Background: an optimization exercise with open tools, aiming at a short achievable clock period. Do not read the settings as production practice.
In this exercise RTL edits were held to simulation tests only and were not proved equivalent to the original.
Power figures rest on the tool's default switching activity, not on a simulated workload.

## flow/design.v (module list and top-level ports; edited modules follow where they fit)
// module signExtend: 15 lines
// module SignExtendSelector: 24 lines
// module RegFile: 47 lines
// module CSRFile: 196 lines
// module ALUCPU: 27 lines
// module control_alu: 99 lines
// module control_branch: 23 lines
// module control_bypass_ex: 88 lines
// module control_main: 164 lines
// module control_stall_id: 113 lines
// module mem_read_selector: 21 lines
// module mem_write_selector: 32 lines
// module cpu: 796 lines
// module riscv_core: 35 lines
module riscv_core (
	input         clock,
	input         reset,
	output [31:0] PC_out,
	input  [31:0] instr_in,
	output        instr_en,
	output [31:0] data_addr,
	output        ren,
	output        wen,
	output [31:0] data_out,
	input  [31:0] data_in,
	output [3:0]  byte_select,
	input         memReady,
	input         software_interrupt,
	input         timer_interrupt,
	input         external_interrupt
);
  // ...
==> flow/flow/run.sh <==
#!/bin/bash
# Layout flow: the standard flow (standard.sh) with these changes to how the
# layout is optimised; synthesis is the standard one, run first on its own.
#  - the setup repair steps aim for a larger slack margin, so that repair_timing
#    keeps improving paths that already meet the 12.5 ns clock;
#  - memReady and instr_en, the only input-to-output path, get adjacent pins;
#  - ports are buffered with buf_4 and the delay cells are not used, so that
#    the resizer does not put slow delay buffers on the port paths;
#  - after global routing, two more setup repair passes on global-route
#    parasitics, then the gate that drives instr_en's output buffer gets its
#    own memReady input buffer, placed with it next to the two pins
#    (flow/post_grt.tcl, flow/eco_io.tcl).
set -euo pipefail
here=$(pwd)
bash standard.sh synth > "$here/synth.log" 2>&1
export DONT_USE_CELLS="sky130_fd_sc_hd__dlygate4sd1_1 sky130_fd_sc_hd__dlygate4sd2_1 sky130_fd_sc_hd__dlygate4sd3_1 sky130_fd_sc_hd__clkdlybuf4s15_1 sky130_fd_sc_hd__clkdlybuf4s15_2 sky130_fd_sc_hd__clkdlybuf4s18_1 sky130_fd_sc_hd__clkdlybuf4s18_2 sky130_fd_sc_hd__clkdlybuf4s25_1 sky130_fd_sc_hd__clkdlybuf4s25_2 sky130_fd_sc_hd__clkdlybuf4s50_1 sky130_fd_sc_hd__clkdlybuf4s50_2 sky130_fd_sc_hd__dlymetal6s2s_1 sky130_fd_sc_hd__dlymetal6s4s_1 sky130_fd_sc_hd__dlymetal6s6s_1"
bash standard.sh SETUP_SLACK_MARGIN=7.3 IO_CONSTRAINTS="$here/flow/io.tcl" \
  "BUFFER_PORTS_ARGS=-buffer_cell sky130_fd_sc_hd__buf_4" \
  POST_GLOBAL_ROUTE_TCL="$here/flow/post_grt.tcl" finish > "$here/layout.log" 2>&1
==> flow/flow/eco_io.tcl <==
# ECO on the only input-to-output path, memReady -> instr_en: give the gate
# that drives instr_en's output buffer its own memReady buffer, next to the
# pins, so that the path is port, buffer, gate, buffer, port.
proc eco_io_driver_iterm {net} {
  foreach it [$net getITerms] {
    if {[$it isOutputSignal]} { return $it }
  }
  return ""
}
proc eco_io_from_port {net port} {
  # follows buffers back from net; 1 if they lead to the input port
  for {set i 0} {$i < 20} {incr i} {
    foreach bt [$net getBTerms] { if {[$bt getName] eq $port} { return 1 } }
    set drv [eco_io_driver_iterm $net]
    if {$drv eq ""} { return 0 }
    set inst [$drv getInst]
    set master [[$inst getMaster] getName]
    if {![regexp {__(buf|bufbuf|clkbuf)_} $master]} { return 0 }
    set nxt ""
    foreach it [$inst getITerms] {
      if {[$it isInputSignal] && [$it getNet] ne "NULL"} { set nxt [$it getNet] }
    }
    if {$nxt eq ""} { return 0 }
    set net $nxt
  }
  return 0
}
proc eco_io {in_port out_port {inbuf sky130_fd_sc_hd__buf_4} {gsize 2} {outbuf sky130_fd_sc_hd__buf_4}} {
  set block [ord::get_db_block]
  set onet [[$block findBTerm $out_port] getNet]
  set obuf [[eco_io_driver_iterm $onet] getInst]
  set obuf_in ""
  foreach it [$obuf getITerms] { if {[$it isInputSignal]} { set obuf_in $it } }
  set gnet [$obuf_in getNet]
  set gate [[eco_io_driver_iterm $gnet] getInst]
  set gpin ""
  foreach it [$gate getITerms] {
    if {[$it isInputSignal] && [$it getNet] ne "NULL" && [eco_io_from_port [$it getNet] $in_port]} { set gpin $it }
  }
  if {$gpin eq ""} { puts "ECO-IO: no path found"; return }
  puts "ECO-IO: output buffer [$obuf getName] ([[$obuf getMaster] getName]), gate [$gate getName] ([[$gate getMaster] getName]) pin [[$gpin getMTerm] getName]"
  set pnet [[$block findBTerm $in_port] getNet]
  # new buffer on the port net driving only the gate's pin
  set bufm [[ord::get_db] findMaster $inbuf]
  set newbuf [odb::dbInst_create $block $bufm eco_io_inbuf]
  set newnet [odb::dbNet_create $block eco_io_net]
  $gpin disconnect
  $gpin connect $newnet
  foreach it [$newbuf getITerms] {
    set mt [[$it getMTerm] getName]
    if {$mt eq "A"} { $it connect $pnet }
    if {$mt eq "X"} { $it connect $newnet }
  }
  # sizes
  set gm [[$gate getMaster] getName]
  regsub {_[0-9]+$} $gm "_$gsize" gm2
  set m2 [[ord::get_db] findMaster $gm2]
  if {$m2 ne "NULL"} { $gate swapMaster $m2 }
  set om [[ord::get_db] findMaster $outbuf]
  $obuf swapMaster $om
  # place next to the pins, inside the core
  set pb [[lindex [[$block findBTerm $in_port] getBPins] 0] getBBox]
  set ob [[lindex [[$block findBTerm $out_port] getBPins] 0] getBBox]
  set core [$block getCoreArea]
  set px [expr {([$pb xMin] + [$ob xMin]) / 2}]
  set py [expr {([$pb yMin] + [$ob yMin]) / 2}]
  set x [expr {max([$core xMin], min([$core xMax] - 20000, $px))}]
  set y [expr {max([$core yMin], min([$core yMax] - 20000, $py))}]
  foreach inst [list $newbuf $gate $obuf] {
    $inst setLocation $x $y
    $inst setPlacementStatus PLACED
  }
  puts "ECO-IO: placed near ($x, $y)"
}
==> flow/flow/io.tcl <==
set_io_pin_constraint -group -order -pin_names {memReady instr_en}
==> flow/flow/post_grt.tcl <==
# POST_GLOBAL_ROUTE hook: more setup repair passes on global-route parasitics,
# then the ECO on the memReady -> instr_en path; changed nets are routed again
# and the route guides rewritten.
source [file join [file dirname [info script]] eco_io.tcl]
for {set pass 0} {$pass < 2} {incr pass} {
  estimate_parasitics -global_routing
  repair_timing -setup -setup_margin 7.5 -repair_tns 100 -skip_last_gasp
  global_route -start_incremental
  detailed_placement
  global_route -end_incremental
}
global_route -start_incremental
eco_io memReady instr_en sky130_fd_sc_hd__buf_2 2 sky130_fd_sc_hd__buf_4
detailed_placement
check_placement -verbose
global_route -end_incremental
estimate_parasitics -global_routing
report_worst_slack
write_guides $::env(RESULTS_DIR)/route.guide
==> flow/standard.sh <==
#!/bin/bash
# synth_recipe.tcl (not shown) runs the flow's synth.tcl, then flattens the netlist and writes it again
# the make line also repeats each setting of config.mk as NAME=value (left out here)
make -C /OpenROAD-flow-scripts/flow DESIGN_CONFIG=/design/flow/config.mk WORK_HOME=/design/flow/orfs CLKGATE_MAP_FILE= SYNTH_SCRIPT=/design/flow/synth_recipe.tcl "${@:-finish}"
==> flow/config.mk <==
export PLATFORM = sky130hd
export DESIGN_NAME = riscv_core
export DESIGN_NICKNAME = riscv_core
export VERILOG_FILES = /design/flow/design.v
export SDC_FILE = /design/flow/constraint.sdc
export NUM_CORES = 8
export LEC_CHECK = 0
export CAP_MARGIN = 30
export CORE_MARGIN = 2
export CORE_UTILIZATION = 32
export SLEW_MARGIN = 30
==> flow/constraint.sdc <==
create_clock -name core_clock -period 12.5 [get_ports {clock}]
set_input_delay 2.5000 -clock core_clock [delete_from_list [all_inputs] [get_ports {clock}]]
set_output_delay 2.5000 -clock core_clock [all_outputs]
set_load 0.01 [all_outputs]
==> PnR_summary.wiki, run 1 <==
{| class="wikitable"
! Metric !! Value
|-
| Final period utilization || between 40% and 50%
|-
| Dominant combinational cell family by area after synthesis || compound AO/OA/AOI/OAI gates
|-
| Standby leakage power || between 70 and 80 nW
|-
| Power in sequential cells || 0.00954 W
|-
| Final worst hold slack || between 0.4 and 0.5 ns
|-
| Violated checks || antenna rules
|-
| Initial antenna violation count || 104
|-
| Post-route cell area || between 150000 and 200000 um2
|-
| Number of flip-flops under the largest register name || between 1k and 1.5k
|-
| Synth async-reset ratio || 100%
|-
| Final HPWL DP || 624000 um
|-
| Portion of netlist area occupied by mux cells || between 10% and 20%
|-
| Critical Path Fanout Max || 8
|-
| Die Span Y || 680 um
|-
| Number of max-slew violations in the final report || 0
|-
| Result of the run || failed layout checks
|-
| Number of clock sinks seen by CTS || between 2k and 2.5k
|-
| Met2 track utilization from global routing || 51.9%
|-
| Clk Latency, worst-skew pair || 1.01 ns
|-
| Buffer levels on the longest clock path || 4
|-
| Worst-case headroom to the max-slew limit || 16.7%
|-
| Post-route antenna net violation count || 1
|-
| Wire length on met1 || 324000 um
|-
| CP Data Required Time || 13.35 ns
|-
| Cell count after synthesis || 15.4k
|-
| Layout clock area frac || 5.47%
|-
| Synth area leader || sky130_fd_sc_hd__dfrtp_1
|-
| Power per cell area || 149 nW/um2
|-
| First-pass GRT wire length || between 1000000 and 1500000 um
|-
| Number of enable-type register cells in the synthesized netlist || 0
|}
==> module CSRFile, before the edit <==
module CSRFile (input clock, 
                input reset,
                input [11:0] csrAddr,
                input [11:0] csrWAddr,
                input ren,
                input wen,
                input [31:0] wd,
                output reg [31:0] rd,
                output reg [31:0] rd_nx,	 
                input write_pc,
                input [31:0] PC,
                input [31:0] IDEX_PC,
                input timer_interrupt,
                input software_interrupt,
                input external_interrupt,
                input syscall,
                output reg int_taken,
                output int_taken_nx,
                output reg trap_in_ID,
                output reg flushPipeline,
                output reg [31:0] trap_vector
);
parameter FLUSH_COUNT = 4'd13;
integer i;
reg [31:0] mstatus;  
reg [31:0] mstatush;  
reg [31:0] misa;     
reg [31:0] mie;      
reg [31:0] mtvec;    
reg [31:0] mscratch; 
reg [31:0] mepc;     
reg [31:0] mcause;   
reg [31:0] mtval;    
wire [31:0] mip;      
assign mip = {16'b0,4'b0,external_interrupt,3'b0,timer_interrupt,3'b0,software_interrupt,3'b0}; 
reg [2:0] enableInterrupts;
reg [3:0] pipeline_flush_count;
assign int_taken_nx = flushPipeline ? ((pipeline_flush_count == FLUSH_COUNT) ? 1'b1 : int_taken)
                                    : (write_pc ? 1'b0 : int_taken);
always @(*)
begin
    if(csrAddr==csrWAddr)
        rd_nx = wd;
    else if(write_pc)
        case(csrAddr)
            12'h300: rd_nx = mstatus;
            12'h301: rd_nx = misa;
            12'h304: rd_nx = mie;
            12'h305: rd_nx = mtvec;
            12'h340: rd_nx = mscratch;
            12'h341: rd_nx = mepc;
            12'h342: rd_nx = mcause;
            12'h343: rd_nx = mtval;
            12'h344: rd_nx = mip;
            default: rd_nx = 32'b0;
        endcase
    else
        rd_nx = rd;
end
always @(posedge clock or negedge reset)
begin
    if(reset == 1'b0)
    begin
        mstatus <= 32'b0;
        mstatush <= 32'b0;
        misa <= 32'h40000100;
        mie <= 32'b0;
        mtvec <= 32'b0;
        mscratch <= 32'b0;
        mepc <= 32'b0;
        mcause <= 32'b0;
        mtval <= 32'b0;
        int_taken <= 1'b0;
        trap_vector <= 32'b0;
        enableInterrupts <= 3'b111;
        flushPipeline <= 1'b0;
        pipeline_flush_count <= FLUSH_COUNT;
        rd <= 32'b0;
        trap_in_ID <= 1'b0;
    end
    else
    begin
        begin  
            if(wen == 1'b1)
            begin
                case(csrWAddr)
                    12'h300: mstatus <= wd;
                    12'h304: mie <= wd;
                    12'h305: mtvec <= {wd[31:2],2'b0};
                    12'h301: mstatush <= wd;
                    12'h340: mscratch <= wd;
                    12'h341: mepc <= wd;
                    12'h342: mcause <= wd;
                    12'h343: mtval <= wd;
                endcase 
            end
            if(csrAddr==csrWAddr)
            begin
                rd <= wd;
            end
            else begin
                if(write_pc)begin
                    case(csrAddr)
                        12'h300: rd <= mstatus;
                        12'h301: rd <= misa;
                        12'h304: rd <= mie;
                        12'h305: rd <= mtvec;
                        12'h301: rd <= mstatush;
                        12'h340: rd <= mscratch;
                        12'h341: rd <= mepc;
                        12'h342: rd <= mcause;
                        12'h343: rd <= mtval;
                        12'h344: rd <= mip;
                        default: rd <= 32'b0;
                    endcase 
                end
            end
        end
        begin  
            if(enableInterrupts <= 3'b110)
            begin
                enableInterrupts <= enableInterrupts + 1;
                if(enableInterrupts == 3'b110)
                begin
                    mstatus[3] <= mstatus[7];
                end
            end
            if(flushPipeline == 1'b1)
            begin
                if(write_pc == 1'b1)
                    pipeline_flush_count <= pipeline_flush_count + 1;
                if(pipeline_flush_count == FLUSH_COUNT)
                begin
                    flushPipeline <= 1'b0;
                    mepc <= IDEX_PC;
                    int_taken <= 1;
                end
            end
            else if(write_pc == 1'b1)
            begin
                int_taken <= 1'b0;
                trap_in_ID <= 1'b0;
                if(syscall == 1'b1) begin
                    if(csrAddr==0)begin
                        mepc <= IDEX_PC;
                        trap_in_ID <= 1'b1;
                        trap_vector <= {mtvec[31:2],2'b0};
                        mcause <= {1'b1,31'd11};
                        mstatus[7] <= mstatus[3];
                        mstatus[3] <= 1'b0;
                    end
                    else if(csrAddr==1)begin
                        mepc <= IDEX_PC;
                        trap_in_ID <= 1'b1;
                        trap_vector <= {mtvec[31:2],2'b0};
                        mcause <= {1'b1,31'd3};
                        mstatus[7] <= mstatus[3];
                        mstatus[3] <= 1'b0;
                    end
                    else if(csrAddr=='h302)begin
                        trap_in_ID <= 1'b1;
                        trap_vector <= mepc;
                        enableInterrupts <= 0;
                    end
                end
                else if(mstatus[3] == 1'b1) begin
                    if(external_interrupt & mie[11]==1'b1 & mip[11] == 1'b1) begin
                        trap_vector <= {mtvec[31:2],2'b0};
                        mcause <= {1'b1,31'd11};
                        mstatus[7] <= mstatus[3];
                        mstatus[3] <= 1'b0;
                        flushPipeline <= 1'b1;
                        pipeline_flush_count <= 0;
                    end
                    else if(timer_interrupt & mie[7]==1'b1 & mip[7] == 1'b1) begin
                        trap_vector <= {mtvec[31:2],2'b0};
                        mcause <= {1'b1,31'd7};
                        mstatus[7] <= mstatus[3];
                        mstatus[3] <= 1'b0;
                        flushPipeline <= 1'b1;
                        pipeline_flush_count <= 0;
                    end
                    else if(software_interrupt & mie[3]==1'b1 & mip[3] == 1'b1) begin
                        trap_vector <= {mtvec[31:2],2'b0};
                        mcause <= {1'b1,31'd3};
                        mstatus[7] <= mstatus[3];
                        mstatus[3] <= 1'b0;
                        flushPipeline <= 1'b1;
                        pipeline_flush_count <= 0;
                    end
                end
            end
        end
    end
end
endmodule
==> run 2: changes to the inputs <==
--- a/flow/design.v
+++ b/flow/design.v
@@ -88,16 +88,18 @@
                 input reset,
                 input [11:0] csrAddr,
                 input [11:0] csrWAddr,
                 input ren,
                 input wen,
                 input [31:0] wd,
                 output reg [31:0] rd,
                 output reg [31:0] rd_nx,	 
+                output reg [31:0] rd_case,	 
+                output flush_done,			 
                 input write_pc,
                 input [31:0] PC,
                 input [31:0] IDEX_PC,
                 input timer_interrupt,
                 input software_interrupt,
                 input external_interrupt,
                 input syscall,
                 output reg int_taken,
@@ -118,16 +120,32 @@
 reg [31:0] mcause;   
 reg [31:0] mtval;    
 wire [31:0] mip;      
 assign mip = {16'b0,4'b0,external_interrupt,3'b0,timer_interrupt,3'b0,software_interrupt,3'b0}; 
 reg [2:0] enableInterrupts;
 reg [3:0] pipeline_flush_count;
 assign int_taken_nx = flushPipeline ? ((pipeline_flush_count == FLUSH_COUNT) ? 1'b1 : int_taken)
                                     : (write_pc ? 1'b0 : int_taken);
+assign flush_done = (pipeline_flush_count == FLUSH_COUNT);
+always @(*)
+begin
+    case(csrAddr)
+        12'h300: rd_case = mstatus;
+        12'h301: rd_case = misa;
+        12'h304: rd_case = mie;
+        12'h305: rd_case = mtvec;
+        12'h340: rd_case = mscratch;
+        12'h341: rd_case = mepc;
+        12'h342: rd_case = mcause;
+        12'h343: rd_case = mtval;
+        12'h344: rd_case = mip;
+        default: rd_case = 32'b0;
+    endcase
+end
 always @(*)
 begin
     if(csrAddr==csrWAddr)
         rd_nx = wd;
     else if(write_pc)
         case(csrAddr)
             12'h300: rd_nx = mstatus;
             12'h301: rd_nx = misa;
@@ -895,17 +913,18 @@
 reg		[4:0]	MEMWB_RegWriteAddr;
 reg				MEMWB_RegWrite;
 wire			RegDst, MemRead, MemWrite, MemToReg, ALUSrc, RegWrite, Jump, JumpJALR;
 wire 	[1:0] 	reg_type;
 wire			Branch;
 reg				IDEX_Branch, EXMEM_Branch;
 wire	[6:0]	opcode;
 wire	[2:0]	funct3, ALUcntrl;
-wire 	[31:0] 	csr_data, csr_data_nx;
+wire 	[31:0] 	csr_data, csr_data_nx, csr_rd_case;
+wire			csr_flush_done;
 reg 	[31:0] 	EXMEM_csr_data;
 wire 	[11:0]	csr_addr;
 reg 	[11:0]	IDEX_csr_addr;
 reg 	[11:0]	EXMEM_csr_addr;
 reg 	[11:0]	MEMWB_csr_addr;
 reg 			csr_write_allowed;
 reg 			IDEX_csr_write_allowed;
 reg 			EXMEM_csr_write_allowed;
@@ -1138,16 +1157,19 @@
 		4'b1000:   op_id[O_SLT] = 1'b1;
 		4'b1001:  op_id[O_SLTU] = 1'b1;
 		4'b1010:  op_id[O_SUBU] = 1'b1;
 		4'b1011:   op_id[O_LUI] = 1'b1;
 		4'b1110: op_id[O_CLEAR] = 1'b1;
 		default: op_id = 0;
 	endcase
 end
+wire [31:0] opA_new  = inA_is_PC ? IFID_PC : csr_imm_id ? {27'b0, instr_rs1} : rdA_f;
+wire [31:0] opA2_new = csr_imm_id ? {27'b0, instr_rs1} : rdA_f;
+wire [31:0] opB_new  = (Jump | JumpJALR) ? 32'd4 : ALUSrc ? signExtend : rdB;
 reg [NOPS-1:0] IDEX_op;
 always @(posedge clock or negedge reset)
 begin
 	if ((reset == 1'b0)) begin
 		IDEX_inA_is_PC	<= 1'b0;
 		IDEX_Jump		<= 1'b0;
 		IDEX_JumpJALR	<= 1'b0;
 		IDEX_signExtend	<= 32'b0;
@@ -1271,16 +1293,18 @@
 	.reset(reset),
 	.wen(MEMWB_csr_write_allowed),
 	.ren(reg_type==2'b01),
 	.csrAddr(csr_addr),
 	.csrWAddr(MEMWB_csr_addr),
 	.wd(WB_csr_data),
 	.rd(csr_data),
 	.rd_nx(csr_data_nx),
+	.rd_case(csr_rd_case),
+	.flush_done(csr_flush_done),
 	.write_pc(write_pc),
 	.PC(PC),
 	.IDEX_PC(newmepc),
 	.software_interrupt(software_interrupt),
 	.timer_interrupt(timer_interrupt),
 	.external_interrupt(external_interrupt),
 	.syscall(trap_waiting),
 	.int_taken(int_taken),
@@ -1438,36 +1462,42 @@
 	end
 end
 assign byte_select = bsel_q;
 assign data_out = wdata_q;
 reg [3:0] mf_b0;		 
 reg       mf_b1lo, mf_b1hi, mf_b1sg;	 
 reg       mf_hw, mf_hsg;	 
 reg [3:0] mf_sg;		 
+reg       mf_w, mf_h, mf_b;	 
 reg       wb_m, wb_a, wb_c;	 
 wire ld_lb  = (IDEX_funct3 == 3'b000);
 wire ld_lh  = (IDEX_funct3 == 3'b001);
 wire ld_lbu = (IDEX_funct3 == 3'b100);
 wire ld_lhu = (IDEX_funct3 == 3'b101);
 wire ld_w   = ~(ld_lb | ld_lh | ld_lbu | ld_lhu);
 wire [1:0] ld_off = da_q[1:0];
 always @(posedge clock or negedge reset)
 begin
 	if (reset == 1'b0) begin
 		mf_b0 <= 4'b0; mf_b1lo <= 1'b0; mf_b1hi <= 1'b0; mf_b1sg <= 1'b0;
 		mf_hw <= 1'b0; mf_hsg <= 1'b0; mf_sg <= 4'b0;
+		mf_w <= 1'b0; mf_h <= 1'b0; mf_b <= 1'b0;
 		wb_m <= 1'b0; wb_a <= 1'b1; wb_c <= 1'b0;
 	end
 	else if (bubble_exmem == 1'b1) begin
 		mf_b0 <= 4'b0; mf_b1lo <= 1'b0; mf_b1hi <= 1'b0; mf_b1sg <= 1'b0;
 		mf_hw <= 1'b0; mf_hsg <= 1'b0; mf_sg <= 4'b0;
+		mf_w <= 1'b0; mf_h <= 1'b0; mf_b <= 1'b0;
 		wb_m <= 1'b0; wb_a <= 1'b1; wb_c <= 1'b0;
 	end
 	else if (write_exmem == 1'b1) begin
+		mf_w <= ld_w;
+		mf_h <= ld_lh | ld_lhu;
+		mf_b <= ld_lb | ld_lbu;
 		mf_b0[0] <= ld_w | ((ld_lb | ld_lbu) & (ld_off == 2'd0)) | ((ld_lh | ld_lhu) & ~ld_off[1]);
 		mf_b0[1] <= (ld_lb | ld_lbu) & (ld_off == 2'd1);
 		mf_b0[2] <= ((ld_lb | ld_lbu) & (ld_off == 2'd2)) | ((ld_lh | ld_lhu) & ld_off[1]);
 		mf_b0[3] <= (ld_lb | ld_lbu) & (ld_off == 2'd3);
 		mf_b1lo  <= ld_w | ((ld_lh | ld_lhu) & ~ld_off[1]);
 		mf_b1hi  <= (ld_lh | ld_lhu) & ld_off[1];
 		mf_b1sg  <= ld_lb;
 		mf_hw    <= ld_w;
@@ -1503,96 +1533,99 @@
 		MEMWB_RegWriteAddr	<= EXMEM_RegWriteAddr;
 		MEMWB_RegWrite		<= EXMEM_RegWrite;
 		MEMWB_csr_addr		<= EXMEM_csr_addr;
 		MEMWB_csr_write_allowed <= EXMEM_csr_write_allowed;
 		MEMWB_wRegData		<= wRegData_nx;
 		MEMWB_wbData		<= wbData_nx;
 	end
 end
-wire [4:0]  IDEX_rs1_d   = bubble_idex ? 5'b0 : (write_idex ? instr_rs1 : IDEX_instr_rs1);
-wire [4:0]  IDEX_rs2_d   = bubble_idex ? 5'b0 : (write_idex ? instr_rs2 : IDEX_instr_rs2);
-wire [4:0]  IDEX_rd_d    = bubble_idex ? 5'b0 : (write_idex ? instr_rd : IDEX_instr_rd);
-wire [11:0] IDEX_csra_d  = bubble_idex ? 12'b0 : (write_idex ? csr_addr : IDEX_csr_addr);
-wire [1:0]  IDEX_rt_d    = bubble_idex ? 2'b0 : (write_idex ? reg_type : IDEX_reg_type);
-wire        IDEX_MemRead_d  = bubble_idex ? 1'b0 : (write_idex ? MemRead : IDEX_MemRead);
-wire        IDEX_MemWrite_d = bubble_idex ? 1'b0 : (write_idex ? MemWrite : IDEX_MemWrite);
-wire        IDEX_Branch_d   = bubble_idex ? 1'b0 : (write_idex ? Branch : IDEX_Branch);
-wire        IDEX_Jump_d     = bubble_idex ? 1'b0 : (write_idex ? Jump : IDEX_Jump);
-wire        IDEX_JumpJALR_d = bubble_idex ? 1'b0 : (write_idex ? JumpJALR : IDEX_JumpJALR);
-wire [4:0]  EXMEM_rd_d   = bubble_exmem ? 5'b0 : (write_exmem ? RegWriteAddr : EXMEM_RegWriteAddr);
-wire        EXMEM_rw_d   = bubble_exmem ? 1'b0 : (write_exmem ? IDEX_RegWrite : EXMEM_RegWrite);
-wire [11:0] EXMEM_csra_d = bubble_exmem ? 12'b0 : (write_exmem ? IDEX_csr_addr : EXMEM_csr_addr);
-wire        EXMEM_Branch_d = bubble_exmem ? 1'b0 : (write_exmem ? IDEX_Branch : EXMEM_Branch);
-wire        EXMEM_JumpJALR_d = bubble_exmem ? 1'b0 : (write_exmem ? IDEX_JumpJALR : EXMEM_JumpJALR);
-wire        brtaken_d    = bubble_exmem ? 1'b0 : (write_exmem ? (IDEX_Branch & brcond) : brtaken_q);
-wire [4:0]  MEMWB_rd_d   = write_memwb ? EXMEM_RegWriteAddr : MEMWB_RegWriteAddr;
-wire        MEMWB_rw_d   = write_memwb ? EXMEM_RegWrite : MEMWB_RegWrite;
-wire [11:0] MEMWB_csra_d = write_memwb ? EXMEM_csr_addr : MEMWB_csr_addr;
-wire fA_ex_d = EXMEM_rw_d & (EXMEM_rd_d != 5'b0) & (EXMEM_rd_d == IDEX_rs1_d);
-wire fA_wb_d = ~fA_ex_d & MEMWB_rw_d & (MEMWB_rd_d != 5'b0) & (MEMWB_rd_d == IDEX_rs1_d);
-wire fB_ex_d = (IDEX_rt_d == 2'b00) ? (EXMEM_rw_d & (EXMEM_rd_d == IDEX_rs2_d)) :
-               (IDEX_rt_d == 2'b01) ? (EXMEM_rw_d & (EXMEM_rd_d != 5'b0) & (EXMEM_csra_d == IDEX_csra_d)) : 1'b0;
-wire fB_wb_d = ~fB_ex_d & ((IDEX_rt_d == 2'b00) ? (MEMWB_rw_d & (MEMWB_rd_d == IDEX_rs2_d)) :
-               (IDEX_rt_d == 2'b01) ? (MEMWB_rw_d & (MEMWB_rd_d != 5'b0) & (MEMWB_csra_d == IDEX_csra_d)) : 1'b0);
-wire csrimm_d = bubble_idex ? 1'b0 : (write_idex ? csr_imm_id : IDEX_csr_imm);
-wire inApc_d  = bubble_idex ? 1'b0 : (write_idex ? inA_is_PC : IDEX_inA_is_PC);
-wire alusrc_d = bubble_idex ? 1'b0 : (write_idex ? ALUSrc : IDEX_ALUSrc);
-wire jmp_d    = IDEX_Jump_d | IDEX_JumpJALR_d;
-wire rt01_d   = (IDEX_rt_d == 2'b01);
-wire bA_op_d  = csrimm_d | (~fA_ex_d & ~fA_wb_d);
-wire bA_ex_d  = ~csrimm_d & fA_ex_d;
-wire bA_wb_d  = ~csrimm_d & fA_wb_d;
-wire bB_ex_d  = fB_ex_d;
-wire bB_wb_d  = fB_wb_d;
-wire bB_csr_d = ~fB_ex_d & ~fB_wb_d & rt01_d;
-wire bB_rf_d  = ~fB_ex_d & ~fB_wb_d & ~rt01_d;
-wire bBsel_d  = ~jmp_d & ~alusrc_d;
-wire aA_op_d  = inApc_d | bA_op_d;
-wire aA_ex_d  = ~inApc_d & bA_ex_d;
-wire aA_wb_d  = ~inApc_d & bA_wb_d;
-wire aB_op_d  = ~bBsel_d | bB_rf_d;
-wire aB_ex_d  = bBsel_d & bB_ex_d;
-wire aB_wb_d  = bBsel_d & bB_wb_d;
-wire aB_csr_d = bBsel_d & bB_csr_d;
-wire [31:0] opA_new  = inA_is_PC ? IFID_PC : csr_imm_id ? {27'b0, instr_rs1} : rdA_f;
-wire [31:0] opA2_new = csr_imm_id ? {27'b0, instr_rs1} : rdA_f;
-wire [31:0] opB_new  = (Jump | JumpJALR) ? 32'd4 : ALUSrc ? signExtend : rdB;
-wire [31:0] IDEX_opA_d  = bubble_idex ? 32'b0 : (write_idex ? opA_new : IDEX_opA);
-wire [31:0] IDEX_opA2_d = bubble_idex ? 32'b0 : (write_idex ? opA2_new : IDEX_opA2);
-wire [31:0] IDEX_opB_d  = bubble_idex ? 32'b0 : (write_idex ? opB_new : IDEX_opB);
-wire [31:0] IDEX_rdB_d  = bubble_idex ? 32'b0 : (write_idex ? rdB : IDEX_rdB);
-wire [31:0] EXMEM_ALUOut_d = bubble_exmem ? 32'b0 : (write_exmem ? ALUOut : EXMEM_ALUOut);
-wire [NOPS-1:0] IDEX_op_d = bubble_idex ? (1 << O_ADD) : (write_idex ? op_id : IDEX_op);
-wire        op_sh_d = IDEX_op_d[O_SLL] | IDEX_op_d[O_SRL] | IDEX_op_d[O_SRA];
-wire [31:0] wbX_d = rt01_d ? (write_memwb ? wbData_nx : MEMWB_wbData) : (write_memwb ? wRegData_nx : MEMWB_wRegData);
-wire [31:0] ALUInA_d = ({32{aA_op_d}} & IDEX_opA_d) | ({32{aA_ex_d}} & EXMEM_ALUOut_d) | ({32{aA_wb_d}} & wbX_d);
-wire [31:0] ALUInB_d = ({32{aB_op_d}} & IDEX_opB_d) | ({32{aB_ex_d}} & EXMEM_ALUOut_d) | ({32{aB_wb_d}} & wbX_d) |
-                       ({32{aB_csr_d}} & csr_data_nx);
-wire [31:0] ifid_nx = IFID_instr_d;
-wire        sys_nx  = ~IDEX_Jump_d & ~IDEX_JumpJALR_d & (ifid_nx[6:0] == 7'b1110011) & (ifid_nx[14:12] == 3'b000);
-wire        s2_d    = (IDEX_Branch_d | EXMEM_Branch_d) & sys_nx;
-wire        s34_d   = ((ifid_nx[6:0] == 7'b0000011) & IDEX_MemWrite_d) |
-                      (IDEX_MemRead_d & ((IDEX_rd_d == ifid_nx[19:15]) | (IDEX_rd_d == ifid_nx[24:20])));
-wire        X_d     = ~int_taken_nx & (EXMEM_JumpJALR_d | brtaken_d);
+wire [31:0] bypassOutA_d1, bypassOutB_d1, ALUInA_d1, ALUInB_d1, shA_d1, wbX_d1;
+wire [31:0] bypassOutA_d0, bypassOutB_d0, ALUInA_d0, ALUInB_d0, shA_d0, wbX_d0;
+wire [4:0]  shamt_d1, shamt_d0;
+wire        s2_d1, s34_d1, X_d1, s2_d0, s34_d0, X_d0;
+cpu_nx nx1 (.m(1'b1),
+	.IF2_instr(IF2_instr), .IFID_instr(IFID_instr), .IFID_PC(IFID_PC),
+	.int_trap(int_trap), .PCSrc(PCSrc), .s2_q(s2_q), .s34_q(s34_q), .stallY(stallY),
+	.flushPipeline(flushPipeline), .trap_in_ID(trap_in_ID), .bubble_ifid_delayed(bubble_ifid_delayed),
+	.Jump(Jump), .JumpJALR(JumpJALR), .Branch(Branch), .MemRead(MemRead), .MemWrite(MemWrite),
+	.reg_type(reg_type), .inA_is_PC(inA_is_PC), .ALUSrc(ALUSrc), .csr_imm_id(csr_imm_id), .op_id(op_id),
+	.rdA_f(rdA_f), .rdB(rdB), .signExtend(signExtend),
+	.IDEX_instr_rs1(IDEX_instr_rs1), .IDEX_instr_rs2(IDEX_instr_rs2), .IDEX_instr_rd(IDEX_instr_rd),
+	.IDEX_csr_addr(IDEX_csr_addr), .IDEX_reg_type(IDEX_reg_type), .IDEX_MemRead(IDEX_MemRead),
+	.IDEX_MemWrite(IDEX_MemWrite), .IDEX_Branch(IDEX_Branch), .IDEX_Jump(IDEX_Jump),
+	.IDEX_JumpJALR(IDEX_JumpJALR), .IDEX_csr_imm(IDEX_csr_imm), .IDEX_inA_is_PC(IDEX_inA_is_PC),
+	.IDEX_ALUSrc(IDEX_ALUSrc), .IDEX_opA(IDEX_opA), .IDEX_opA2(IDEX_opA2), .IDEX_opB(IDEX_opB),
+	.IDEX_rdB(IDEX_rdB), .IDEX_op(IDEX_op), .IDEX_RegWrite(IDEX_RegWrite), .RegWriteAddr(RegWriteAddr),
+	.brcond(brcond), .ALUOut(ALUOut),
+	.EXMEM_RegWriteAddr(EXMEM_RegWriteAddr), .EXMEM_RegWrite(EXMEM_RegWrite), .EXMEM_csr_addr(EXMEM_csr_addr),
+	.EXMEM_Branch(EXMEM_Branch), .EXMEM_JumpJALR(EXMEM_JumpJALR), .brtaken_q(brtaken_q), .EXMEM_ALUOut(EXMEM_ALUOut),
+	.MEMWB_RegWriteAddr(MEMWB_RegWriteAddr), .MEMWB_RegWrite(MEMWB_RegWrite), .MEMWB_csr_addr(MEMWB_csr_addr),
+	.MEMWB_wbData(MEMWB_wbData), .MEMWB_wRegData(MEMWB_wRegData), .wbData_nx(wbData_nx), .wRegData_nx(wRegData_nx),
+	.csr_eq(csr_addr == MEMWB_csr_addr), .csr_rd_case(csr_rd_case), .csr_data(csr_data),
+	.csr_flush_done(csr_flush_done), .int_taken(int_taken),
+	.bypassOutA_d(bypassOutA_d1), .bypassOutB_d(bypassOutB_d1), .ALUInA_d(ALUInA_d1), .ALUInB_d(ALUInB_d1),
+	.shA_d(shA_d1), .shamt_d(shamt_d1), .wbX_d(wbX_d1), .s2_d(s2_d1), .s34_d(s34_d1), .X_d(X_d1));
+cpu_nx nx0 (.m(1'b0),
+	.IF2_instr(IF2_instr), .IFID_instr(IFID_instr), .IFID_PC(IFID_PC),
+	.int_trap(int_trap), .PCSrc(PCSrc), .s2_q(s2_q), .s34_q(s34_q), .stallY(stallY),
+	.flushPipeline(flushPipeline), .trap_in_ID(trap_in_ID), .bubble_ifid_delayed(bubble_ifid_delayed),
+	.Jump(Jump), .JumpJALR(JumpJALR), .Branch(Branch), .MemRead(MemRead), .MemWrite(MemWrite),
+	.reg_type(reg_type), .inA_is_PC(inA_is_PC), .ALUSrc(ALUSrc), .csr_imm_id(csr_imm_id), .op_id(op_id),
+	.rdA_f(rdA_f), .rdB(rdB), .signExtend(signExtend),
+	.IDEX_instr_rs1(IDEX_instr_rs1), .IDEX_instr_rs2(IDEX_instr_rs2), .IDEX_instr_rd(IDEX_instr_rd),
+	.IDEX_csr_addr(IDEX_csr_addr), .IDEX_reg_type(IDEX_reg_type), .IDEX_MemRead(IDEX_MemRead),
+	.IDEX_MemWrite(IDEX_MemWrite), .IDEX_Branch(IDEX_Branch), .IDEX_Jump(IDEX_Jump),
+	.IDEX_JumpJALR(IDEX_JumpJALR), .IDEX_csr_imm(IDEX_csr_imm), .IDEX_inA_is_PC(IDEX_inA_is_PC),
+	.IDEX_ALUSrc(IDEX_ALUSrc), .IDEX_opA(IDEX_opA), .IDEX_opA2(IDEX_opA2), .IDEX_opB(IDEX_opB),
+	.IDEX_rdB(IDEX_rdB), .IDEX_op(IDEX_op), .IDEX_RegWrite(IDEX_RegWrite), .RegWriteAddr(RegWriteAddr),
+	.brcond(brcond), .ALUOut(ALUOut),
+	.EXMEM_RegWriteAddr(EXMEM_RegWriteAddr), .EXMEM_RegWrite(EXMEM_RegWrite), .EXMEM_csr_addr(EXMEM_csr_addr),
+	.EXMEM_Branch(EXMEM_Branch), .EXMEM_JumpJALR(EXMEM_JumpJALR), .brtaken_q(brtaken_q), .EXMEM_ALUOut(EXMEM_ALUOut),
+	.MEMWB_RegWriteAddr(MEMWB_RegWriteAddr), .MEMWB_RegWrite(MEMWB_RegWrite), .MEMWB_csr_addr(MEMWB_csr_addr),
+	.MEMWB_wbData(MEMWB_wbData), .MEMWB_wRegData(MEMWB_wRegData), .wbData_nx(wbData_nx), .wRegData_nx(wRegData_nx),
+	.csr_eq(csr_addr == MEMWB_csr_addr), .csr_rd_case(csr_rd_case), .csr_data(csr_data),
+	.csr_flush_done(csr_flush_done), .int_taken(int_taken),
+	.bypassOutA_d(bypassOutA_d0), .bypassOutB_d(bypassOutB_d0), .ALUInA_d(ALUInA_d0), .ALUInB_d(ALUInB_d0),
+	.shA_d(shA_d0), .shamt_d(shamt_d0), .wbX_d(wbX_d0), .s2_d(s2_d0), .s34_d(s34_d0), .X_d(X_d0));
+wire [31:0] bypassOutA_d = mr ? bypassOutA_d1 : bypassOutA_d0;
+wire [31:0] bypassOutB_d = mr ? bypassOutB_d1 : bypassOutB_d0;
+wire [31:0] ALUInA_d = mr ? ALUInA_d1 : ALUInA_d0;
+wire [31:0] ALUInB_d = mr ? ALUInB_d1 : ALUInB_d0;
+wire [31:0] shA_d = mr ? shA_d1 : shA_d0;
+wire [4:0]  shamt_d = mr ? shamt_d1 : shamt_d0;
+wire [31:0] wbX_d = mr ? wbX_d1 : wbX_d0;
+wire        s2_d = mr ? s2_d1 : s2_d0;
+wire        s34_d = mr ? s34_d1 : s34_d0;
+wire        X_d = mr ? X_d1 : X_d0;
 wire ldf_ex = IDEX_RegWrite & (RegWriteAddr != 5'b0) & (RegWriteAddr == instr_rs1);
 wire ldf_wb = EXMEM_RegWrite & (EXMEM_RegWriteAddr != 5'b0) & (EXMEM_RegWriteAddr == instr_rs1);
 wire [31:0] ld_csa_s  = ALUInA ^ ALUInB ^ signExtend;
 wire [31:0] ld_csa_c  = (ALUInA & ALUInB) | (ALUInA & signExtend) | (ALUInB & signExtend);
 wire [31:0] ld_csu_s  = ALUInA ^ ~ALUInB ^ signExtend;
 wire [31:0] ld_csu_c  = (ALUInA & ~ALUInB) | (ALUInA & signExtend) | (~ALUInB & signExtend);
 wire [31:0] ld_add    = ld_csa_s + {ld_csa_c[30:0], 1'b0};
 wire [31:0] ld_sub    = ld_csu_s + {ld_csu_c[30:0], 1'b1};
 wire [31:0] ld_log, ld_sh;
 assign ld_log = alu_log + signExtend;
 assign ld_sh = alu_sh + signExtend;
 wire [31:0] imm_p1    = signExtend + 32'd1;
 wire [31:0] ld_lt     = alu_ltx ? imm_p1 : signExtend;
 wire [31:0] ld_wbm, ld_wbr, ld_rfw, ld_rfr;
-assign ld_wbm = MemOut_mem + signExtend;
+wire [31:0] ld_wbm_w = data_in + signExtend;
+wire [7:0]  ld_h_b1 = ({8{mf_b1lo}} & data_in[15:8]) | ({8{mf_b1hi}} & data_in[31:24]);
+wire [16:0] ld_h_lo = {1'b0, ld_h_b1, MemOut_mem[7:0]} + {1'b0, signExtend[15:0]};
+wire [15:0] imm_h_p1 = signExtend[31:16] + 16'd1;
+wire [15:0] imm_h_m1 = signExtend[31:16] - 16'd1;
+wire [15:0] ld_h_hi = (ld_h_lo[16] & ~ld_sgn) ? imm_h_p1 : (~ld_h_lo[16] & ld_sgn) ? imm_h_m1 : signExtend[31:16];
+wire [8:0]  ld_b_lo = {1'b0, MemOut_mem[7:0]} + {1'b0, signExtend[7:0]};
+wire [23:0] imm_b_p1 = signExtend[31:8] + 24'd1;
+wire [23:0] imm_b_m1 = signExtend[31:8] - 24'd1;
+wire [23:0] ld_b_hi = (ld_b_lo[8] & ~ld_sgn) ? imm_b_p1 : (~ld_b_lo[8] & ld_sgn) ? imm_b_m1 : signExtend[31:8];
+assign ld_wbm = ({32{mf_w}} & ld_wbm_w) | ({32{mf_h}} & {ld_h_hi, ld_h_lo[15:0]}) | ({32{mf_b}} & {ld_b_hi, ld_b_lo[7:0]});
 assign ld_wbr = (({32{wb_a}} & EXMEM_ALUOut) | ({32{wb_c}} & EXMEM_csr_data)) + signExtend;
 assign ld_rfw = MEMWB_wRegData + signExtend;
 assign ld_rfr = IFID_rs1val + signExtend;
 wire        ld_enter  = MemRead & ~(int_trap | PCSrc | s2_q | s34_q);
 wire        ldsel_x   = ld_enter & ldf_ex;
 wire        ldsel_w   = ld_enter & ~ldf_ex & ldf_wb;
 wire        ldsel_r   = ld_enter & ~ldf_ex & ~ldf_wb;
 wire [31:0] da_sh_d  = {32{ldsel_x & op_sh}} & ld_sh;
@@ -1617,37 +1650,160 @@
 		s2_q  <= 1'b0;
 		s34_q <= 1'b0;
 		X_q   <= 1'b0;
 		Y_q   <= 1'b0;
 		da_sh_q  <= 32'b0;
 		da_oth_q <= 32'b0;
 	end
 	else begin
-		bypassOutA <= ({32{bA_op_d}} & IDEX_opA2_d) | ({32{bA_ex_d}} & EXMEM_ALUOut_d) | ({32{bA_wb_d}} & wbX_d);
-		bypassOutB <= ({32{bB_rf_d}} & IDEX_rdB_d) | ({32{bB_ex_d}} & EXMEM_ALUOut_d) | ({32{bB_wb_d}} & wbX_d) |
-		              ({32{bB_csr_d}} & csr_data_nx);
+		bypassOutA <= bypassOutA_d;
+		bypassOutB <= bypassOutB_d;
 		ALUInA <= ALUInA_d;
 		ALUInB <= ALUInB_d;
-		shA <= {32{op_sh_d}} & ALUInA_d;
-		shamt <= {5{op_sh_d}} & ALUInB_d[4:0];
+		shA <= shA_d;
+		shamt <= shamt_d;
 		wbX <= wbX_d;
 		s2_q  <= s2_d;
 		s34_q <= s34_d;
 		X_q   <= X_d;
 		Y_q   <= ~s2_d & s34_d;
 		if (mr == 1'b1) begin
 			da_sh_q  <= da_sh_d;
 			da_oth_q <= da_oth_d;
 		end
 	end
 end
 assign ren = IDEX_MemRead & ~brtaken_q;
 assign data_addr = da_q;
 endmodule
+module cpu_nx #(parameter NOPS = 13, O_ADD = 0, O_SLL = 5, O_SRL = 6, O_SRA = 7) (
+	input m,
+	input [31:0] IF2_instr, IFID_instr, IFID_PC,
+	input int_trap, PCSrc, s2_q, s34_q, stallY, flushPipeline, trap_in_ID, bubble_ifid_delayed,
+	input Jump, JumpJALR, Branch, MemRead, MemWrite,
+	input [1:0] reg_type,
+	input inA_is_PC, ALUSrc, csr_imm_id,
+	input [NOPS-1:0] op_id,
+	input [31:0] rdA_f, rdB, signExtend,
+	input [4:0] IDEX_instr_rs1, IDEX_instr_rs2, IDEX_instr_rd,
+	input [11:0] IDEX_csr_addr,
+	input [1:0] IDEX_reg_type,
+	input IDEX_MemRead, IDEX_MemWrite, IDEX_Branch, IDEX_Jump, IDEX_JumpJALR, IDEX_csr_imm, IDEX_inA_is_PC, IDEX_ALUSrc,
+	input [31:0] IDEX_opA, IDEX_opA2, IDEX_opB, IDEX_rdB,
+	input [NOPS-1:0] IDEX_op,
+	input IDEX_RegWrite,
+	input [4:0] RegWriteAddr,
+	input brcond,
+	input [31:0] ALUOut,
+	input [4:0] EXMEM_RegWriteAddr,
+	input EXMEM_RegWrite,
+	input [11:0] EXMEM_csr_addr,
+	input EXMEM_Branch, EXMEM_JumpJALR, brtaken_q,
+	input [31:0] EXMEM_ALUOut,
+	input [4:0] MEMWB_RegWriteAddr,
+	input MEMWB_RegWrite,
+	input [11:0] MEMWB_csr_addr,
+	input [31:0] MEMWB_wbData, MEMWB_wRegData, wbData_nx, wRegData_nx,
+	input csr_eq,
+	input [31:0] csr_rd_case, csr_data,
+	input csr_flush_done, int_taken,
+	output [31:0] bypassOutA_d, bypassOutB_d, ALUInA_d, ALUInB_d, shA_d,
+	output [4:0] shamt_d,
+	output [31:0] wbX_d,
+	output s2_d, s34_d, X_d
+);
+wire [4:0]  instr_rs1 = IFID_instr[19:15];
+wire [4:0]  instr_rs2 = IFID_instr[24:20];
+wire [4:0]  instr_rd  = IFID_instr[11:7];
+wire [11:0] csr_addr  = IFID_instr[31:20];
+wire write_pc		= int_trap | PCSrc | (m & ~stallY);
+wire write_ifid		= m & ~s2_q & ~s34_q;
+wire write_idex		= m;
+wire write_exmem	= m;
+wire write_memwb	= m;
+wire bubble_idex	= int_trap | PCSrc | (m & (s2_q | s34_q));
+wire bubble_exmem	= int_trap | PCSrc;
+wire bubble_ifid	= int_trap | PCSrc | flushPipeline | (m & ~s2_q & ~s34_q & (Jump | trap_in_ID));
+wire ifid_clear		= bubble_ifid_delayed | bubble_ifid;
+wire [31:0] IFID_instr_d = ifid_clear ? 32'b0 : (write_ifid ? IF2_instr : IFID_instr);
+wire [31:0] wd = m ? MEMWB_wbData : 32'b0;
+wire [31:0] csr_data_nx = csr_eq ? wd : (write_pc ? csr_rd_case : csr_data);
+wire int_taken_nx = flushPipeline ? (csr_flush_done ? 1'b1 : int_taken) : (write_pc ? 1'b0 : int_taken);
+wire [4:0]  IDEX_rs1_d   = bubble_idex ? 5'b0 : (write_idex ? instr_rs1 : IDEX_instr_rs1);
+wire [4:0]  IDEX_rs2_d   = bubble_idex ? 5'b0 : (write_idex ? instr_rs2 : IDEX_instr_rs2);
+wire [4:0]  IDEX_rd_d    = bubble_idex ? 5'b0 : (write_idex ? instr_rd : IDEX_instr_rd);
+wire [11:0] IDEX_csra_d  = bubble_idex ? 12'b0 : (write_idex ? csr_addr : IDEX_csr_addr);
+wire [1:0]  IDEX_rt_d    = bubble_idex ? 2'b0 : (write_idex ? reg_type : IDEX_reg_type);
+wire        IDEX_MemRead_d  = bubble_idex ? 1'b0 : (write_idex ? MemRead : IDEX_MemRead);
+wire        IDEX_MemWrite_d = bubble_idex ? 1'b0 : (write_idex ? MemWrite : IDEX_MemWrite);
+wire        IDEX_Branch_d   = bubble_idex ? 1'b0 : (write_idex ? Branch : IDEX_Branch);
+wire        IDEX_Jump_d     = bubble_idex ? 1'b0 : (write_idex ? Jump : IDEX_Jump);
+wire        IDEX_JumpJALR_d = bubble_idex ? 1'b0 : (write_idex ? JumpJALR : IDEX_JumpJALR);
+wire [4:0]  EXMEM_rd_d   = bubble_exmem ? 5'b0 : (write_exmem ? RegWriteAddr : EXMEM_RegWriteAddr);
+wire        EXMEM_rw_d   = bubble_exmem ? 1'b0 : (write_exmem ? IDEX_RegWrite : EXMEM_RegWrite);
+wire [11:0] EXMEM_csra_d = bubble_exmem ? 12'b0 : (write_exmem ? IDEX_csr_addr : EXMEM_csr_addr);
+wire        EXMEM_Branch_d = bubble_exmem ? 1'b0 : (write_exmem ? IDEX_Branch : EXMEM_Branch);
+wire        EXMEM_JumpJALR_d = bubble_exmem ? 1'b0 : (write_exmem ? IDEX_JumpJALR : EXMEM_JumpJALR);
+wire        brtaken_d    = bubble_exmem ? 1'b0 : (write_exmem ? (IDEX_Branch & brcond) : brtaken_q);
+wire [4:0]  MEMWB_rd_d   = write_memwb ? EXMEM_RegWriteAddr : MEMWB_RegWriteAddr;
+wire        MEMWB_rw_d   = write_memwb ? EXMEM_RegWrite : MEMWB_RegWrite;
+wire [11:0] MEMWB_csra_d = write_memwb ? EXMEM_csr_addr : MEMWB_csr_addr;
+wire fA_ex_d = EXMEM_rw_d & (EXMEM_rd_d != 5'b0) & (EXMEM_rd_d == IDEX_rs1_d);
+wire fA_wb_d = ~fA_ex_d & MEMWB_rw_d & (MEMWB_rd_d != 5'b0) & (MEMWB_rd_d == IDEX_rs1_d);
+wire fB_ex_d = (IDEX_rt_d == 2'b00) ? (EXMEM_rw_d & (EXMEM_rd_d == IDEX_rs2_d)) :
+               (IDEX_rt_d == 2'b01) ? (EXMEM_rw_d & (EXMEM_rd_d != 5'b0) & (EXMEM_csra_d == IDEX_csra_d)) : 1'b0;
+wire fB_wb_d = ~fB_ex_d & ((IDEX_rt_d == 2'b00) ? (MEMWB_rw_d & (MEMWB_rd_d == IDEX_rs2_d)) :
+               (IDEX_rt_d == 2'b01) ? (MEMWB_rw_d & (MEMWB_rd_d != 5'b0) & (MEMWB_csra_d == IDEX_csra_d)) : 1'b0);
+wire csrimm_d = bubble_idex ? 1'b0 : (write_idex ? csr_imm_id : IDEX_csr_imm);
+wire inApc_d  = bubble_idex ? 1'b0 : (write_idex ? inA_is_PC : IDEX_inA_is_PC);
+wire alusrc_d = bubble_idex ? 1'b0 : (write_idex ? ALUSrc : IDEX_ALUSrc);
+wire jmp_d    = IDEX_Jump_d | IDEX_JumpJALR_d;
+wire rt01_d   = (IDEX_rt_d == 2'b01);
+wire bA_op_d  = csrimm_d | (~fA_ex_d & ~fA_wb_d);
+wire bA_ex_d  = ~csrimm_d & fA_ex_d;
+wire bA_wb_d  = ~csrimm_d & fA_wb_d;
+wire bB_ex_d  = fB_ex_d;
+wire bB_wb_d  = fB_wb_d;
+wire bB_csr_d = ~fB_ex_d & ~fB_wb_d & rt01_d;
+wire bB_rf_d  = ~fB_ex_d & ~fB_wb_d & ~rt01_d;
+wire bBsel_d  = ~jmp_d & ~alusrc_d;
+wire aA_op_d  = inApc_d | bA_op_d;
+wire aA_ex_d  = ~inApc_d & bA_ex_d;
+wire aA_wb_d  = ~inApc_d & bA_wb_d;
+wire aB_op_d  = ~bBsel_d | bB_rf_d;
+wire aB_ex_d  = bBsel_d & bB_ex_d;
+wire aB_wb_d  = bBsel_d & bB_wb_d;
+wire aB_csr_d = bBsel_d & bB_csr_d;
+wire [31:0] opA_new  = inA_is_PC ? IFID_PC : csr_imm_id ? {27'b0, instr_rs1} : rdA_f;
+wire [31:0] opA2_new = csr_imm_id ? {27'b0, instr_rs1} : rdA_f;
+wire [31:0] opB_new  = (Jump | JumpJALR) ? 32'd4 : ALUSrc ? signExtend : rdB;
+wire [31:0] IDEX_opA_d  = bubble_idex ? 32'b0 : (write_idex ? opA_new : IDEX_opA);
+wire [31:0] IDEX_opA2_d = bubble_idex ? 32'b0 : (write_idex ? opA2_new : IDEX_opA2);
+wire [31:0] IDEX_opB_d  = bubble_idex ? 32'b0 : (write_idex ? opB_new : IDEX_opB);
+wire [31:0] IDEX_rdB_d  = bubble_idex ? 32'b0 : (write_idex ? rdB : IDEX_rdB);
+wire [31:0] EXMEM_ALUOut_d = bubble_exmem ? 32'b0 : (write_exmem ? ALUOut : EXMEM_ALUOut);
+wire [NOPS-1:0] IDEX_op_d = bubble_idex ? (1 << O_ADD) : (write_idex ? op_id : IDEX_op);
+wire        op_sh_d = IDEX_op_d[O_SLL] | IDEX_op_d[O_SRL] | IDEX_op_d[O_SRA];
+assign wbX_d = rt01_d ? (write_memwb ? wbData_nx : MEMWB_wbData) : (write_memwb ? wRegData_nx : MEMWB_wRegData);
+assign ALUInA_d = ({32{aA_op_d}} & IDEX_opA_d) | ({32{aA_ex_d}} & EXMEM_ALUOut_d) | ({32{aA_wb_d}} & wbX_d);
+assign ALUInB_d = ({32{aB_op_d}} & IDEX_opB_d) | ({32{aB_ex_d}} & EXMEM_ALUOut_d) | ({32{aB_wb_d}} & wbX_d) |
+                       ({32{aB_csr_d}} & csr_data_nx);
+wire [31:0] ifid_nx = IFID_instr_d;
+wire        sys_nx  = ~IDEX_Jump_d & ~IDEX_JumpJALR_d & (ifid_nx[6:0] == 7'b1110011) & (ifid_nx[14:12] == 3'b000);
+assign s2_d = (IDEX_Branch_d | EXMEM_Branch_d) & sys_nx;
+assign s34_d = ((ifid_nx[6:0] == 7'b0000011) & IDEX_MemWrite_d) |
+                      (IDEX_MemRead_d & ((IDEX_rd_d == ifid_nx[19:15]) | (IDEX_rd_d == ifid_nx[24:20])));
+assign X_d = ~int_taken_nx & (EXMEM_JumpJALR_d | brtaken_d);
+assign bypassOutA_d = ({32{bA_op_d}} & IDEX_opA2_d) | ({32{bA_ex_d}} & EXMEM_ALUOut_d) | ({32{bA_wb_d}} & wbX_d);
+assign bypassOutB_d = ({32{bB_rf_d}} & IDEX_rdB_d) | ({32{bB_ex_d}} & EXMEM_ALUOut_d) | ({32{bB_wb_d}} & wbX_d) |
+                      ({32{bB_csr_d}} & csr_data_nx);
+assign shA_d = {32{op_sh_d}} & ALUInA_d;
+assign shamt_d = {5{op_sh_d}} & ALUInB_d[4:0];
+endmodule
 module riscv_core (
 	input         clock,
 	input         reset,
 	output [31:0] PC_out,
 	input  [31:0] instr_in,
 	output        instr_en,
 	output [31:0] data_addr,
 	output        ren,
==> flow/flow/run.sh (replaced) <==
#!/bin/bash
# Layout flow: the standard flow (standard.sh) with these changes to how the
# layout is optimised; synthesis is the standard one, run first on its own.
#  - the setup repair steps aim for a larger slack margin, so that repair_timing
#    keeps improving paths that already meet the 12.5 ns clock;
#  - memReady and instr_en, the only input-to-output path, get adjacent pins;
#  - ports are buffered with buf_4 and the delay cells are not used, so that
#    the resizer does not put slow delay buffers on the port paths;
#  - after global routing, two more setup repair passes on global-route
#    parasitics, then the gate that drives instr_en's output buffer gets its
#    own memReady input buffer, placed with it next to the two pins
#    (flow/post_grt.tcl, flow/eco_io.tcl);
#  - up to 12 rounds of antenna repair after detailed routing (5 by default).
set -euo pipefail
here=$(pwd)
bash standard.sh synth > "$here/synth.log" 2>&1
export DONT_USE_CELLS="sky130_fd_sc_hd__dlygate4sd1_1 sky130_fd_sc_hd__dlygate4sd2_1 sky130_fd_sc_hd__dlygate4sd3_1 sky130_fd_sc_hd__clkdlybuf4s15_1 sky130_fd_sc_hd__clkdlybuf4s15_2 sky130_fd_sc_hd__clkdlybuf4s18_1 sky130_fd_sc_hd__clkdlybuf4s18_2 sky130_fd_sc_hd__clkdlybuf4s25_1 sky130_fd_sc_hd__clkdlybuf4s25_2 sky130_fd_sc_hd__clkdlybuf4s50_1 sky130_fd_sc_hd__clkdlybuf4s50_2 sky130_fd_sc_hd__dlymetal6s2s_1 sky130_fd_sc_hd__dlymetal6s4s_1 sky130_fd_sc_hd__dlymetal6s6s_1"
bash standard.sh SETUP_SLACK_MARGIN=7.3 IO_CONSTRAINTS="$here/flow/io.tcl" \
  "BUFFER_PORTS_ARGS=-buffer_cell sky130_fd_sc_hd__buf_4" \
  POST_GLOBAL_ROUTE_TCL="$here/flow/post_grt.tcl" MAX_REPAIR_ANTENNAS_ITER_DRT=12 finish > "$here/layout.log" 2>&1
==> flow/config.mk (replaced) <==
export PLATFORM = sky130hd
export DESIGN_NAME = riscv_core
export DESIGN_NICKNAME = riscv_core
export VERILOG_FILES = /design/flow/design.v
export SDC_FILE = /design/flow/constraint.sdc
export NUM_CORES = 8
export LEC_CHECK = 0
export CAP_MARGIN = 30
export CORE_MARGIN = 2
export CORE_UTILIZATION = 40
export SLEW_MARGIN = 30
==> PnR_summary.wiki, run 2 <==
{| class="wikitable"
! Metric !! Value
|-
| Final worst clock skew || 0.101 ns (was 0.0940 ns)
|-
| Max VDD drop || 0.134 mV (was 0.113 mV)
|-
| Final min period || 5.34 ns (was 5.42 ns)
|-
| Setup TNS || 0 ns (unchanged)
|-
| Hold Path Stages || 0 (unchanged)
|-
| Buffer levels on the longest clock path || 4 (unchanged)
|-
| Synth area leader || sky130_fd_sc_hd__dfrtp_1 (unchanged)
|-
| Leading cell type in the layout, fill and taps excluded || sky130_fd_sc_hd__dfrtp_1 (unchanged)
|-
| Result of the run || timing/DRC/antenna clean (was failed layout checks)
|-
| Distinct cell type count of the synthesized netlist || 113 (was 114)
|-
| Worst R2R End || cpu1.shamt[1] (was cpu1.da_oth_q[31])
|-
| Share of total power in sequential cells || 36.2% (was 37.5%)
|-
| Share of the yosys chip area belonging to registers || 37.9% (was 40.1%)
|-
| Die area || 392000 um2 (was 463000 um2)
|-
| Final HPWL DP || 668000 um (was 624000 um)
|-
| Sort of element at the start of the critical path || input port (unchanged)
|-
| Initial antenna violation count || 145 (was 104)
|-
| Root buffer cell || sky130_fd_sc_hd__clkbuf_16 (unchanged)
|-
| Routed vias/inst || 7.54 (was 6.94)
|-
| Number of max-slew violations in the final report || 0 (unchanged)
|-
| Biggest area contributors in the synthesized netlist || sky130_fd_sc_hd__dfrtp_1 38%, sky130_fd_sc_hd__mux2_2 8.0%, sky130_fd_sc_hd__a22oi_1 4.1% (was sky130_fd_sc_hd__dfrtp_1 40%, sky130_fd_sc_hd__mux2_2 8.3%, sky130_fd_sc_hd__a22oi_1 5.5%)
|-
| Overall Global Routing Usage || 48.5% (was 37.8%)
|-
| Standby leakage power || 76.2 nW (was 75.4 nW)
|-
| Worst-case headroom to the max-slew limit || 11.3% (was 16.7%)
|-
| Kind of end point of the critical path || output port (was flip-flop)
|-
| Number of instances resized during post-cts repair || 100 (was 188)
|-
| Logic gate share of total power || 29.5% (was 28.2%)
|-
| Post-synthesis register bit count || 2342 (was 2347)
|-
| Arrival time of data at the critical path endpoint || 2.84 ns (was 6.27 ns)
|-
| Synth async-reset ratio || 100% (unchanged)
|-
| Dominant synthesized flop cell || sky130_fd_sc_hd__dfrtp_1 (unchanged)
|-
| Top cell types by occurrence after synthesis || 2333 x sky130_fd_sc_hd__dfrtp_1, 1498 x sky130_fd_sc_hd__nand2_1, 1361 x sky130_fd_sc_hd__nor2_1 (was 2338 x sky130_fd_sc_hd__dfrtp_1, 1204 x sky130_fd_sc_hd__nor2_1, 1161 x sky130_fd_sc_hd__nand2_1)
|-
| Clock buffer count from CTS || 283 (was 278)
|-
| Clk Latency, worst-skew pair || 1.04 ns (was 1.01 ns)
|-
| Netlist area before placement || 155000 um2 (was 146000 um2)
|-
| Number of enable-type register cells in the synthesized netlist || 0 (unchanged)
|-
| Overall die width || 626 um (was 680 um)
|-
| Startpoint of the tightest hold check path || cpu1.cpu_regs.data[0][31] (was cpu1.cpu_regs.data[0][22])
|-
| Slew at the pin closest to its max-slew limit || 1.32 ns (was 1.25 ns)
|-
| Cell count after synthesis || 16.9k (was 15.4k)
|-
| Switching portion of total power || 40.5% (was 39.8%)
|-
| Count of yosys warnings during synthesis || 8 (unchanged)
|-
| Largest register by flop count || cpu1.cpu_regs.data (unchanged)
|-
| Setup Crit Path Kind || in2out (was in2reg)
|-
| Share of the synthesized area in the top cell type || 37.7% (was 40.0%)
|-
| R2R setup slack || 7.24 ns (was 7.33 ns)
|-
| Initial DRC Count || 32.5k (was 25.2k)
|-
| Number of search-and-repair iterations in the first detailed-routing pass || 22 (was 16)
|-
| Design internal power || 0.0154 W (was 0.0153 W)
|-
| PnR Total Power || 0.0259 W (was 0.0254 W)
|-
| Die Span Y || 626 um (was 680 um)
|-
| Most used standard cell by instance count after synthesis || sky130_fd_sc_hd__dfrtp_1 (unchanged)
|-
| Number of nets in the layout || 17.3k (was 16.0k)
|-
| Min-delay worst type || reg2reg (unchanged)
|-
| Final period utilization || 42.7% (was 43.3%)
|-
| Drc violations || 0 (unchanged)
|-
| Buffers on Ports || 172 (unchanged)
|-
| Length in cells of the worst reg-to-reg path || 14 (was 16)
|-
| Critical Path Fanout Max || 4 (was 8)
|-
| Number of failing hold endpoints at the final stage || 0 (unchanged)
|-
| Finish-stage setup viols || 0 (unchanged)
|-
| Clock-pin slew of the registers on the worst-case setup and hold paths || 0.06 ns (about the same)
|-
| Rows || 228 (was 248)
|-
| Sink of the worst hold path || cpu1.cpu_regs.data[0][31] (was cpu1.cpu_regs.data[0][22])
|-
| Net count of the mapped netlist || 17.5k (was 16.0k)
|-
| Total core area || 385000 um2 (was 456000 um2)
|-
| Post-route antenna net violation count || 0 (was 1)
|-
| Area added between synthesis and finish || 14.3% (was 16.9%)
|-
| Layout cells sized above 1 || 19.1% (was 21.0%)
|-
| Hold buffer count at cts || 0 (unchanged)
|-
| CP Data Required Time || 10.00 ns (was 13.35 ns)
|-
| Power per cell area || 146 nW/um2 (was 149 nW/um2)
|-
| Via total after detailed routing || 168k (was 151k)
|-
| TritonCTS clock tree || yes (unchanged)
|-
| Maximum clock frequency || 187 MHz (was 185 MHz)
|-
| Maxcap violations || 0 (unchanged)
|-
| Relative contribution of the clock network to total power || 34.2% (was 34.3%)
|-
| Number of clock sinks seen by CTS || 2342 (was 2347)
|-
| Number of flip-flops under the largest register name || 1024 (unchanged)
|-
| RR Startpoint || cpu1.brtaken_q (was cpu1.IFID_imm[9])
|-
| Final RePlAce weighted congestion || 1.13 (was 1.08)
|-
| Leading cell types in the layout, fill and taps excluded || 2258 x sky130_fd_sc_hd__dfrtp_1, 1466 x sky130_fd_sc_hd__nand2_1, 1251 x sky130_fd_sc_hd__nor2_1, 1105 x sky130_fd_sc_hd__mux2_2, 1044 x sky130_fd_sc_hd__a21oi_1 (was 2258 x sky130_fd_sc_hd__dfrtp_1, 1132 x sky130_fd_sc_hd__nand2_1, 1099 x sky130_fd_sc_hd__nor2_1, 1080 x sky130_fd_sc_hd__mux2_2, 1044 x sky130_fd_sc_hd__a22oi_1)
|-
| H-tree level count || 5 (unchanged)
|-
| Switching power || 0.0105 W (was 0.0101 W)
|-
| Maximum number of pins on one net before global-route repair || 154 (was 176)
|-
| Routed wire per std cell || 44.4 um (was 42.2 um)
|-
| Starting density of the core || 40.2% (was 32.1%)
|-
| Post-CTS setup-driven buffer insertion count || 21 (was 66)
|-
| Number of global-route vias before repair || 148k (was 137k)
|-
| Average size of a mapped cell || 9.18 um2 (was 9.52 um2)
|-
| First-pass GRT wire length || 1310000 um (was 1210000 um)
|-
| Top Ports || 173 (unchanged)
|-
| Layout Utilization || 45.9% (was 37.5%)
|-
| Total gr overflow || 0 (unchanged)
|-
| Routed Wire Length || 988000 um (was 916000 um)
|}
run 2: cell count changes after synthesis, sizes merged, moves of 70 or more:
| cell | delta |
|---|---|
| a211oi | +76 |
| a21oi | +103 |
| a221oi | +86 |
| a22o | +132 |
| a22oi | -225 |
| clkbuf | +160 |
| nand2 | +335 |
| nor2 | +156 |
| o21ai | +167 |
| o22ai | +70 |
run 2: power groups by stage:
stage	clock network [W]	logic, W	registers, W
detailed placement	0	0.00697	0.00943
finish	0.00887	0.00765	0.00939
floorplan	0	0.00391	0.00876
global placement	0	0.00693	0.00943
CTS	0.00881	0.00704	0.00930
run 2: per-layer routing:
layer,vias to the layer above,GRT usage (%),part of all wire [%]
met2,16607,64.0,38
met4,68,43.7,12
met5,-,3.05,0.21
li1,63494,-,-
met3,5878,25.2,15
met1,81878,56.2,34
run 2: cell type report:
cell class | instances | area, um2
Clock inverter | 107 | 1520
Timing Repair Buffer | 927 | 7960
Antenna cell | 194 | 485
Tap cell | 5175 | 6470
Inverter | 423 | 1610
Sequential cell | 2342 | 58700
Buffer | 1 | 5.00
Fill cell | 37259 | 208000
Multi-Input combinational cell | 12706 | 92100
Clock buffer | 394 | 8070
run 2: worst max-delay path, stage by stage:
cell and delay, ns:
sky130_fd_sc_hd__buf_2 0.10, sky130_fd_sc_hd__a21oi_2 0.10, sky130_fd_sc_hd__buf_4 0.14
run 2: stage by stage:
step	std cells	instance area (um2)	setup WS, ns	hold WS, ns
after detailed placement	21459	164000	5.67	0.412
after floorplan	16868	155000	6.66	0.427
final	22269	177000	7.16	0.431
after global placement	21450	163000	5.64	0.417
after CTS	21985	174000	7.01	0.426
run 2: cell families after synthesis:
group | synth area share, %
fa+ha+maj | 4.98
flops | 37.9
xor+xnor | 2.92
buf+inv | 4.54
simple gates | 13.1
compound gates | 25.8
mux | 10.8
run 2: worst max path at each step:
stage	start	to	slack, ns	depth (start not counted)
floorplan	memReady	instr_en	6.66	6
global placement	cpu1.shamt[0]	cpu1.da_sh_q[30]	5.64	21
detailed placement	data_in[30]	cpu1.da_oth_q[28]	5.67	14
CTS	memReady	instr_en	7.01	4
finish	memReady	instr_en	7.16	3

## static timing again, ports no longer ideal
How much do the figures lean on ideal ports? The routed layouts below were timed once more, with nothing changed but the port constraints. Step 1, drivers: a clkbuf_16 drives clock and a buf_2 each remaining input, both assumed. Step 2 moves the port delays by t, midway between the first and last clock arrival at a register: inputs arrive t later, outputs are due t later. That takes back most of the time a late clock gives input paths. Three values: ideal, step 1, step 2; two values: the first two.
run | t, ns | setup WS [ns] | latest minus earliest clock arrival (ns)
run 1 | 1.081 | 7.082 / 6.879 / 6.029 | 0.110 / 0.109
run 2 | 1.110 | 7.160 / 7.030 / 6.086 | 0.102 / 0.102
The setup slack of run 2, which loses most, moves by -0.130 ns with the drivers and by -1.074 ns with both steps.
